This design comes from an exercise in tuning for small area, a short achievable clock period and few clock cycles on the open sky130 flow, not from production work.
In this exercise RTL edits were held to simulation tests only and were not proved equivalent to the original.
Power and IR drop assume default switching activity.

// milestone1
module milestone1 (
	input  logic        CLOCK_50_I,
	input  logic        resetn,
	input  logic        ena,
	output logic        done,
	output logic [17:0] SRAM_address,
	output logic [15:0] SRAM_write_data,
	output logic        SRAM_we_n,
	input  logic [15:0] SRAM_read_data
);
Size in the first run: about 1,900 cells after synthesis.
==> flow/config.mk <==
export PLATFORM = sky130hd
export DESIGN_NAME = milestone1
export DESIGN_NICKNAME = milestone1
export VERILOG_FILES = /design/flow/design.v
export SDC_FILE = /design/flow/constraint.sdc
export NUM_CORES = 4
export LEC_CHECK = 0
export CAP_MARGIN = 20
export CORE_MARGIN = 2
export CORE_UTILIZATION = 60
export CTS_CLUSTER_DIAMETER = 100
export CTS_CLUSTER_SIZE = 25
export PLACE_DENSITY = 0.7
export SLEW_MARGIN = 20
export SYNTH_HIERARCHICAL = 1
export SYNTH_MINIMUM_KEEP_SIZE = 0
==> flow/constraint.sdc <==
create_clock -name core_clock -period 12.0 [get_ports {CLOCK_50_I}]
set_input_delay 2.4000 -clock core_clock [delete_from_list [all_inputs] [get_ports {CLOCK_50_I}]]
set_output_delay 2.4000 -clock core_clock [all_outputs]
set_load 0.01 [all_outputs]
run.sh (not shown) runs the stock make flow with config.mk's settings and CLKGATE_MAP_FILE= SYNTH_SCRIPT=/design/flow/synth_recipe.tcl, a recipe that flattens the netlist after the stock synthesis.
The first run passed the timing, DRC and antenna checks.
Testbench counts at the start, summed over its fixed seeds: cycles 768,092.
Change:
==> flow/flow/run.sh (new file) <==
#!/bin/bash
# Layout flow: the standard layout (standard.sh, with config.mk's settings),
# with buf_2 cells as the port buffers and a larger setup margin for the timing
# repairs, so that they also speed up paths that already meet the 12 ns clock.
# make's output goes to flow.log; each ORFS step keeps its own log under orfs/logs/.
set -euo pipefail
bash standard.sh "BUFFER_PORTS_ARGS=-buffer_cell sky130_fd_sc_hd__buf_2" SETUP_SLACK_MARGIN=8.55 finish > flow.log 2>&1
==> flow/standard.sh (new file) <==
#!/bin/bash
# synth_recipe.tcl (not shown) runs the flow's synth.tcl, then flattens the netlist and writes it again
# the make line also repeats each setting of config.mk as NAME=value (left out here)
make -C /OpenROAD-flow-scripts/flow DESIGN_CONFIG=/design/flow/config.mk WORK_HOME=/design/flow/orfs CLKGATE_MAP_FILE= SYNTH_SCRIPT=/design/flow/synth_recipe.tcl "${@:-finish}"
removed: flow/run.sh
The changed run went through all stages and came out clean.
Register-to-register slack improves by 300 ps.
Utilization went up by 0.50 points.
Synthesized area is unchanged.
Design area went up slightly.
Clock skew went down by 11 ps.
Fmax went up by roughly a tenth.
Via count went up by a few percent.
Hold slack degrades by 5.1 ps.
Change:
==> flow/flow/run.sh (replaced) <==
#!/bin/bash
# Layout flow: the standard layout (standard.sh, with config.mk's settings),
# asking its timing repairs for a larger setup margin so that they also speed up
# paths that already meet the 12 ns clock.  make's output goes to flow.log; each
# ORFS step keeps its own log under orfs/logs/.
set -euo pipefail
bash standard.sh SETUP_SLACK_MARGIN=8.5 finish > flow.log 2>&1
What happened: The new run completed without violations; cell area goes up slightly; power climbs by a few percent; die area stays the same; routed wire length falls slightly; area after synthesis is unchanged; cell count is about the same; worst setup slack improves by 24 ps; synthesized cell count is unchanged.

* * *

zinc:
milestone1 again, from the RTL that the note above started with.
clock: 12.0 ns
lec_check: 0
cap_margin: 20
core_margin: 2
core_utilization: 60
cts_cluster_diameter: 100
cts_cluster_size: 25
place_density: 0.7
slew_margin: 20
synth_hierarchical: 1
synth_minimum_keep_size: 0
standard.sh (not shown) runs the stock make flow with config.mk's settings and CLKGATE_MAP_FILE= SYNTH_SCRIPT=/design/flow/synth_recipe.tcl, a recipe that flattens the netlist after the stock synthesis.
==> flow/flow/run.sh <==
#!/bin/bash
# Layout flow: the standard layout (standard.sh, with config.mk's settings),
# asking its timing repairs for a larger setup margin so that they also speed up
# paths that already meet the 12 ns clock.  make's output goes to flow.log; each
# ORFS step keeps its own log under orfs/logs/.
set -euo pipefail
bash standard.sh SETUP_SLACK_MARGIN=8.7 finish > flow.log 2>&1
zinc: done, clean on timing, DRC and antenna
Testbench counts of zinc, summed over its fixed seeds: cycles 768,092.
[inputs] harbor vs zinc
# zinc
export LEC_CHECK = 0
export CAP_MARGIN = 20
export CORE_MARGIN = 2
export CORE_UTILIZATION = 60
export CTS_CLUSTER_DIAMETER = 100
export CTS_CLUSTER_SIZE = 25
export PLACE_DENSITY = 0.7
export SLEW_MARGIN = 20
export SYNTH_HIERARCHICAL = 1
export SYNTH_MINIMUM_KEEP_SIZE = 0
create_clock -name core_clock -period 12.0 [get_ports {CLOCK_50_I}]
# harbor
export LEC_CHECK = 0
export CAP_MARGIN = 20
export CORE_MARGIN = 2
export CORE_UTILIZATION = 40
export SLEW_MARGIN = 20
export SYNTH_HIERARCHICAL = 1
export SYNTH_MINIMUM_KEEP_SIZE = 0
create_clock -name core_clock -period 12.0 [get_ports {CLOCK_50_I}]
==> flow/run.sh (new file) <==
#!/bin/bash
# synth_recipe.tcl (not shown) runs the flow's synth.tcl, then flattens the netlist and writes it again
# the make line also repeats each setting of config.mk as NAME=value (left out here)
make -C /OpenROAD-flow-scripts/flow DESIGN_CONFIG=/design/flow/config.mk WORK_HOME=/design/flow/orfs CLKGATE_MAP_FILE= SYNTH_SCRIPT=/design/flow/synth_recipe.tcl finish
removed: flow/flow/run.sh
removed: flow/standard.sh
Notes after the runs:
- When the final numbers for zinc and harbor were put side by side, the global routing met3 resource utilization turned out to be smaller in harbor.
- Re total standard cell area after synthesis: no difference whatsoever between harbor and zinc.
- Relative to zinc, the count of clock-buffer cells in the layout measured on harbor has increased by more than half.

re-timing with driven ports:
In the flow no input, the clock included, has a driving cell. The finished layouts below were timed again as built, in two steps.
Step 1 sets driving cells, clkbuf_16 on the clock port and buf_2 on the other inputs (assumed; they add their load-dependent delay and slew).
Step 2 times the ports against the registers' clock, not the clock port: input delays grow and output delays shrink by t, the midpoint of the rising clock arrivals with the driver on.
Slacks: no drivers / after step 1 / after step 2; pairs: no drivers / after step 1.
run | t (ns) | setup WS [ns] | worst register clock-pin slew, ns | worst slew at a driven data input, ns
the first run of note 1 | 0.607 | 8.086 / 8.027 / 8.313 | 0.11 / 0.11 | 0.04
the second run of note 1 | 0.592 | 8.461 / 8.405 / 8.611 | 0.10 / 0.10 | 0.03
the third run of note 1 | 0.607 | 8.485 / 8.444 / 8.428 | 0.11 / 0.11 | 0.04
zinc | 0.594 | 8.506 / 8.450 / 8.436 | 0.11 / 0.11 | 0.03
harbor | 0.635 | 8.054 / 7.995 / 8.218 | 0.07 / 0.07 | 0.04
After both steps every run listed still meets setup and hold. For zinc, which loses most, drivers alone change the setup slack by -0.056 ns; drivers and shift together by -0.070 ns.
